This design comes from an exercise in tuning for small area on the open sky130 flow, not from production work. Where RTL was checked, it was by simulation tests only, not by an equivalence proof against the original. Power figures rest on the tool's default switching activity, not on a simulated workload.

== run A ==
// conv1_layer
module conv1_layer (
  input clk,
  input rst_n,
  input [7:0] data_in,
  output [11:0] conv_out_1, conv_out_2, conv_out_3,
  output valid_out_conv
);
Size: ~0.056 sq mm of cells after synthesis.
export LEC_CHECK = 0
export ABC_AREA = 1
export CAP_MARGIN = 20
export CORE_MARGIN = 2
export CORE_UTILIZATION = 65
export GPL_TIMING_DRIVEN = 0
export SLEW_MARGIN = 20
export SYNTH_HIERARCHICAL = 1
create_clock -name core_clock -period 15.0 [get_ports {clk}]
standard.sh (not shown) runs the stock make flow with config.mk's settings and CLKGATE_MAP_FILE= SYNTH_SCRIPT=/design/flow/synth_recipe.tcl, a recipe that flattens the netlist after the stock synthesis.
==> flow/flow/run.sh <==
#!/bin/bash
# Standard ORFS layout, with one extra step after synthesis: the combinational
# logic of the standard netlist is re-mapped by ABC for area (registers and
# adder cells are kept as synthesized), then the standard flow continues.
set -euo pipefail
R=orfs/results/$FLOW_PLATFORM/conv1_layer/base
LOGD=orfs/logs/$FLOW_PLATFORM/conv1_layer/base
bash standard.sh synth > 1_standard_synth.log 2>&1
python3 flow/clean.py $R/1_2_yosys.v pre.v > 2_clean.log 2>&1
LIB=$FLOW_HOME/platforms/sky130hd/lib/sky130_fd_sc_hd__tt_025C_1v80.lib
DU=$(grep "^abc -script" $LOGD/1_2_yosys.log | grep -o "\-dont_use [^ ]*" | tr '\n' ' ')
KEEP=$(grep -o "sky130_fd_sc_hd__\(df\|fa_\|ha_\|conb\|dl\|sdf\|edf\)[a-z0-9_]*" $R/1_2_yosys.v | sort -u | tr '\n' ' ')
sed -e "s|@LIB@|$LIB|g" -e "s|@DU@|$DU|g" -e "s|@KEEP@|$KEEP|g" -e "s|@ABCSCRIPT@|flow/abc_min.script|g" flow/post.ys.in > post.ys
yosys -s post.ys > 3_post_yosys.log 2>&1
cp $R/1_2_yosys.v 1_2_yosys.standard.v
cp post.v $R/1_2_yosys.v
rm -f $R/1_synth.odb $R/1_synth.sdc
if [[ -f flow/buffer_ports_args.txt ]]; then export BUFFER_PORTS_ARGS="$(cat flow/buffer_ports_args.txt)"; fi
if [[ -f flow/cts_args.txt ]]; then export CTS_ARGS="$(cat flow/cts_args.txt)"; fi
bash standard.sh finish > 4_standard_finish.log 2>&1
==> flow/flow/buffer_ports_args.txt <==
-buffer_cell sky130_fd_sc_hd__buf_1
Other scripts of this flow, unchanged in this note and not shown: flow/flow/abc_min.script, flow/flow/clean.py, flow/flow/cts_args.txt, flow/flow/post.ys.in
For run B, these inputs were changed with respect to run A:
-- flow/flow/run.sh --
<<< run A, line 18
if [[ -f flow/buffer_ports_args.txt ]]; then export BUFFER_PORTS_ARGS="$(cat flow/buffer_ports_args.txt)"; fi
>>> run B, line 18
-- flow/config.mk --
<<< run A, line 11
export CORE_UTILIZATION = 65
>>> run B, line 11
export CORE_UTILIZATION = 55
removed: flow/flow/buffer_ports_args.txt
==> comparison <==
Relative to run A, the clock-buffer cell count measured on run B has increased by a few percent. Summary of run B over run A: share of the final layout cell area in sequential cells fell by 0.39 points, cell count after synthesis stayed essentially flat, area occupied by registers stayed essentially flat, register-to-register slack rose by 0.28 ns, power rose by 40 uW. There was hardly any difference in multi-input logic area between run B and run A. Diff run A -> run B: clock share of power shows a reduction of 0.2 points; total length of routed wires shows a reduction of about 1.5%. Run B | stages: all done | timing, DRC, antenna: all pass. In the flow results for run A and run B, the via count of the first global-routing pass is smaller on run B. Vias: run B fewer than run A.
diff inputs: run B => run C
-- flow/config.mk --
<<< run B, line 11
export CORE_UTILIZATION = 55
>>> run C, line 11
export CORE_UTILIZATION = 65
--- outcome ---
- From run B to run C, instance count on the critical path did not move at all.
- From run B to run C the numbers moved as follows: core utilization moved up, final number of hold-violating endpoints ~0 delta.
- Side by side, highest clock frequency the design can meet turned out lower in run C than in run B.
- On clock share of power, run B and run C are basically level.
- Compared with run B, run C shows a higher clock-pin slew reported for the worst setup and hold paths after clock tree synthesis.
- In the flow results for run B and run C, the final non-filler cell total is larger on run B.
- Run B -> run C: total power increased slightly
- Run C vs. run B: sequential cell count neither gained nor lost much; cell area shrank by about 0.5%.

* * *

conv1_layer, a different RTL version from the one above (not shown whole).
For scale: about 0.057 sq mm of cells after synthesis.
==> flow/config.mk <==
export PLATFORM = sky130hd
export DESIGN_NAME = conv1_layer
export DESIGN_NICKNAME = conv1_layer
export VERILOG_FILES = /design/flow/design.v
export SDC_FILE = /design/flow/constraint.sdc
export NUM_CORES = 4
export LEC_CHECK = 0
export ABC_AREA = 1
export CAP_MARGIN = 20
export CORE_MARGIN = 2
export CORE_UTILIZATION = 40
export GPL_TIMING_DRIVEN = 0
export SLEW_MARGIN = 20
export SYNTH_HIERARCHICAL = 1
==> flow/constraint.sdc <==
create_clock -name core_clock -period 15.0 [get_ports {clk}]
set_input_delay 3.0000 -clock core_clock [delete_from_list [all_inputs] [get_ports {clk}]]
set_output_delay 3.0000 -clock core_clock [all_outputs]
set_load 0.01 [all_outputs]
==> flow/flow/run.sh <==
#!/bin/bash
# Standard ORFS layout, with one extra step after synthesis: the combinational
# logic of the standard netlist is re-mapped by ABC for area (registers and
# adder cells are kept as synthesized), then the standard flow continues.
set -euo pipefail
R=orfs/results/$FLOW_PLATFORM/conv1_layer/base
LOGD=orfs/logs/$FLOW_PLATFORM/conv1_layer/base
bash standard.sh synth > 1_standard_synth.log 2>&1
python3 flow/clean.py $R/1_2_yosys.v pre.v > 2_clean.log 2>&1
LIB=$FLOW_HOME/platforms/sky130hd/lib/sky130_fd_sc_hd__tt_025C_1v80.lib
DU=$(grep "^abc -script" $LOGD/1_2_yosys.log | grep -o "\-dont_use [^ ]*" | tr '\n' ' ')
KEEP=$(grep -o "sky130_fd_sc_hd__\(df\|fa_\|ha_\|conb\|dl\|sdf\|edf\)[a-z0-9_]*" $R/1_2_yosys.v | sort -u | tr '\n' ' ')
sed -e "s|@LIB@|$LIB|g" -e "s|@DU@|$DU|g" -e "s|@KEEP@|$KEEP|g" -e "s|@ABCSCRIPT@|flow/abc_min.script|g" flow/post.ys.in > post.ys
yosys -s post.ys > 3_post_yosys.log 2>&1
cp $R/1_2_yosys.v 1_2_yosys.standard.v
cp post.v $R/1_2_yosys.v
rm -f $R/1_synth.odb $R/1_synth.sdc
if [[ -f flow/cts_args.txt ]]; then export CTS_ARGS="$(cat flow/cts_args.txt)"; fi
bash standard.sh finish > 4_standard_finish.log 2>&1
==> flow/flow/cts_args.txt <==
-sink_clustering_enable -repair_clock_nets -dont_use_dummy_load -buf_list sky130_fd_sc_hd__clkbuf_8 -sink_clustering_size 20 -sink_clustering_max_diameter 90
Other scripts of this flow, unchanged in this note and not shown: flow/flow/abc_min.script, flow/flow/clean.py, flow/flow/post.ys.in
Edit:
==> flow/flow/cts_args.txt (replaced) <==
-sink_clustering_enable -repair_clock_nets -dont_use_dummy_load -buf_list sky130_fd_sc_hd__clkbuf_4 -sink_clustering_size 10 -sink_clustering_max_diameter 45
Setup slack degrades by 140 ps.
Global-route usage rose by 0.18 points.
Count of clock-buffer cells in the layout rose by 84.

* * *

conv1_layer, a different RTL version from the one above (not shown whole).
Size in the first run: roughly 5600 cells after synthesis.
Settings: LEC_CHECK=0, ABC_AREA=1, CAP_MARGIN=20, CORE_MARGIN=2, CORE_UTILIZATION=40, CTS_BUF_LIST=sky130_fd_sc_hd__clkbuf_8, SLEW_MARGIN=20, SYNTH_HIERARCHICAL=1; clock period 15.0 ns.
==> flow/flow/run.sh <==
#!/bin/bash
# Standard ORFS layout, with one extra step after synthesis: the combinational
# logic of the standard netlist is re-mapped by ABC for area (registers and
# adder cells are kept as synthesized), then the standard flow continues.
set -euo pipefail
R=orfs/results/$FLOW_PLATFORM/conv1_layer/base
LOGD=orfs/logs/$FLOW_PLATFORM/conv1_layer/base
bash standard.sh synth > 1_standard_synth.log 2>&1
python3 flow/clean.py $R/1_2_yosys.v pre.v > 2_clean.log 2>&1
LIB=$FLOW_HOME/platforms/sky130hd/lib/sky130_fd_sc_hd__tt_025C_1v80.lib
DU=$(grep "^abc -script" $LOGD/1_2_yosys.log | grep -o "\-dont_use [^ ]*" | tr '\n' ' ')
KEEP=$(grep -o "sky130_fd_sc_hd__\(df\|fa_\|ha_\|conb\|dl\|sdf\|edf\)[a-z0-9_]*" $R/1_2_yosys.v | sort -u | tr '\n' ' ')
sed -e "s|@LIB@|$LIB|g" -e "s|@DU@|$DU|g" -e "s|@KEEP@|$KEEP|g" -e "s|@ABCSCRIPT@|$FLOW_HOME/scripts/abc_area.script|g" flow/post.ys.in > post.ys
yosys -s post.ys > 3_post_yosys.log 2>&1
cp $R/1_2_yosys.v 1_2_yosys.standard.v
cp post.v $R/1_2_yosys.v
rm -f $R/1_synth.odb $R/1_synth.sdc
bash standard.sh finish > 4_standard_finish.log 2>&1
Other scripts of this flow, unchanged in this note and not shown: flow/flow/clean.py, flow/flow/post.ys.in
The baseline finished clean.
Rerun with:
Settings changed: CTS_BUF_LIST sky130_fd_sc_hd__clkbuf_8 to sky130_fd_sc_hd__clkbuf_4.
Power fell by 1.8%.
Sequential cell count does not change.
Routed wire length rose by 0.54%.
Function was not checked in any run of this note: the RTL went through the layout flow alone.

* * *

conv1_layer with an RTL version that a note above also has.
Size: ~47 I/O pins, ~0.057 sq mm of cells after synthesis.
Settings: LEC_CHECK=0, ABC_AREA=1, CAP_MARGIN=20, CORE_MARGIN=2, CORE_UTILIZATION=55, GPL_TIMING_DRIVEN=0, SLEW_MARGIN=20, SYNTH_HIERARCHICAL=1; clock period 15.0 ns.
==> flow/flow/run.sh <==
#!/bin/bash
# Standard ORFS layout, with one extra step after synthesis: the combinational
# logic of the standard netlist is re-mapped by ABC for area (registers and
# adder cells are kept as synthesized), then the standard flow continues.
set -euo pipefail
R=orfs/results/$FLOW_PLATFORM/conv1_layer/base
LOGD=orfs/logs/$FLOW_PLATFORM/conv1_layer/base
bash standard.sh synth > 1_standard_synth.log 2>&1
python3 flow/clean.py $R/1_2_yosys.v pre.v > 2_clean.log 2>&1
LIB=$FLOW_HOME/platforms/sky130hd/lib/sky130_fd_sc_hd__tt_025C_1v80.lib
DU=$(grep "^abc -script" $LOGD/1_2_yosys.log | grep -o "\-dont_use [^ ]*" | tr '\n' ' ')
KEEP=$(grep -o "sky130_fd_sc_hd__\(df\|fa_\|ha_\|conb\|dl\|sdf\|edf\)[a-z0-9_]*" $R/1_2_yosys.v | sort -u | tr '\n' ' ')
sed -e "s|@LIB@|$LIB|g" -e "s|@DU@|$DU|g" -e "s|@KEEP@|$KEEP|g" -e "s|@ABCSCRIPT@|flow/abc_min.script|g" flow/post.ys.in > post.ys
yosys -s post.ys > 3_post_yosys.log 2>&1
cp $R/1_2_yosys.v 1_2_yosys.standard.v
cp post.v $R/1_2_yosys.v
rm -f $R/1_synth.odb $R/1_synth.sdc
if [[ -f flow/cts_args.txt ]]; then export CTS_ARGS="$(cat flow/cts_args.txt)"; fi
bash standard.sh finish > 4_standard_finish.log 2>&1
==> flow/flow/cts_args.txt <==
-sink_clustering_enable -repair_clock_nets -dont_use_dummy_load -buf_list sky130_fd_sc_hd__clkbuf_8 -sink_clustering_size 20 -sink_clustering_max_diameter 60
Other scripts of this flow, unchanged in this note and not shown: flow/flow/abc_min.script, flow/flow/clean.py, flow/flow/post.ys.in
The starting point produced a clean layout.
Edit:
--- a/flow/config.mk
+++ b/flow/config.mk
@@ -10,3 +10,3 @@
 export CORE_MARGIN = 2
-export CORE_UTILIZATION = 55
+export CORE_UTILIZATION = 40
 export GPL_TIMING_DRIVEN = 0
What happened:
- The changed run went through all stages and came out clean
- non-clock buffer count goes down by 1
- final area goes up slightly
- worst setup slack got worse by 0.29 ns
- count of clock-buffer cells in the layout goes up by 12
- via count goes down slightly
Edit:
==> flow/flow/cts_args.txt (replaced) <==
-sink_clustering_enable -repair_clock_nets -dont_use_dummy_load -buf_list sky130_fd_sc_hd__clkbuf_4 -sink_clustering_size 10 -sink_clustering_max_diameter 45
--- a/flow/config.mk
+++ b/flow/config.mk
@@ -10,3 +10,3 @@
 export CORE_MARGIN = 2
-export CORE_UTILIZATION = 40
+export CORE_UTILIZATION = 55
 export GPL_TIMING_DRIVEN = 0
- sequential cell count does not change
- fmax increases by 3.4%
- power decreases by 1.8%
Edit:
==> flow/flow/cts_args.txt (replaced) <==
-sink_clustering_enable -repair_clock_nets -dont_use_dummy_load
--- a/flow/config.mk
+++ b/flow/config.mk
@@ -10,4 +10,3 @@
 export CORE_MARGIN = 2
-export CORE_UTILIZATION = 55
-export GPL_TIMING_DRIVEN = 0
+export CORE_UTILIZATION = 40
 export SLEW_MARGIN = 20
Result:
- maximum frequency grows by a few percent
- via count rose slightly
- core utilization drops by 14 points
- worst setup slack gains 0.43 ns

[static timing again, ports no longer ideal]
Ports are ideal in the flow. The routed layouts listed here were re-timed in OpenROAD. Step 1 (the two cells are an assumption about what drives the block):
set clk [get_ports {clk}]
set_driving_cell -lib_cell sky130_fd_sc_hd__clkbuf_16 $clk
set_driving_cell -lib_cell sky130_fd_sc_hd__buf_2 [delete_from_list [all_inputs] $clk]
Step 2 times the ports against the registers' clock, not the clock port: input delays grow and output delays shrink by t, the midpoint of the rising clock arrivals with the driver on. a / b / c = no drivers / after step 1 / after step 2; a / b = the first two.
| run | t (ns) | setup WS [ns] | worst setup path after step 2 | slew at the worst register clock pin (ns) | pins driven straight from the clock port |
|---|---|---|---|---|---|
| run A | 1.220 | 2.856 / 2.856 / 2.856 | register to register | 0.11 / 0.11 | 1 |
| run B | 1.119 | 3.135 / 3.135 / 3.135 | register to register | 0.10 / 0.10 | 1 |
| run C | 1.225 | 3.050 / 3.050 / 3.050 | register to register | 0.12 / 0.12 | 1 |
| the first run of note 2 | 0.892 | 2.590 / 2.590 / 2.590 | register to register | 0.12 / 0.12 | 1 |
| the second run of note 2 | 1.214 | 2.454 / 2.454 / 2.454 | register to register | 0.11 / 0.11 | 1 |
| the first run of note 3 | 0.990 | 3.911 / 3.911 / 3.911 | register to register | 0.07 / 0.07 | 1 |
| the second run of note 3 | 1.352 | 3.845 / 3.845 / 3.845 | register to register | 0.08 / 0.08 | 1 |
| the first run of note 4 | 0.799 | 2.732 / 2.732 / 2.732 | register to register | 0.12 / 0.12 | 1 |
| the second run of note 4 | 0.871 | 2.440 / 2.440 / 2.440 | register to register | 0.11 / 0.11 | 1 |
| the third run of note 4 | 1.131 | 2.849 / 2.849 / 2.849 | register to register | 0.11 / 0.11 | 1 |
| the fourth run of note 4 | 0.794 | 3.282 / 3.282 / 3.282 | register to register | 0.07 / 0.07 | 1 |
After both steps setup and hold are still met in every run listed.
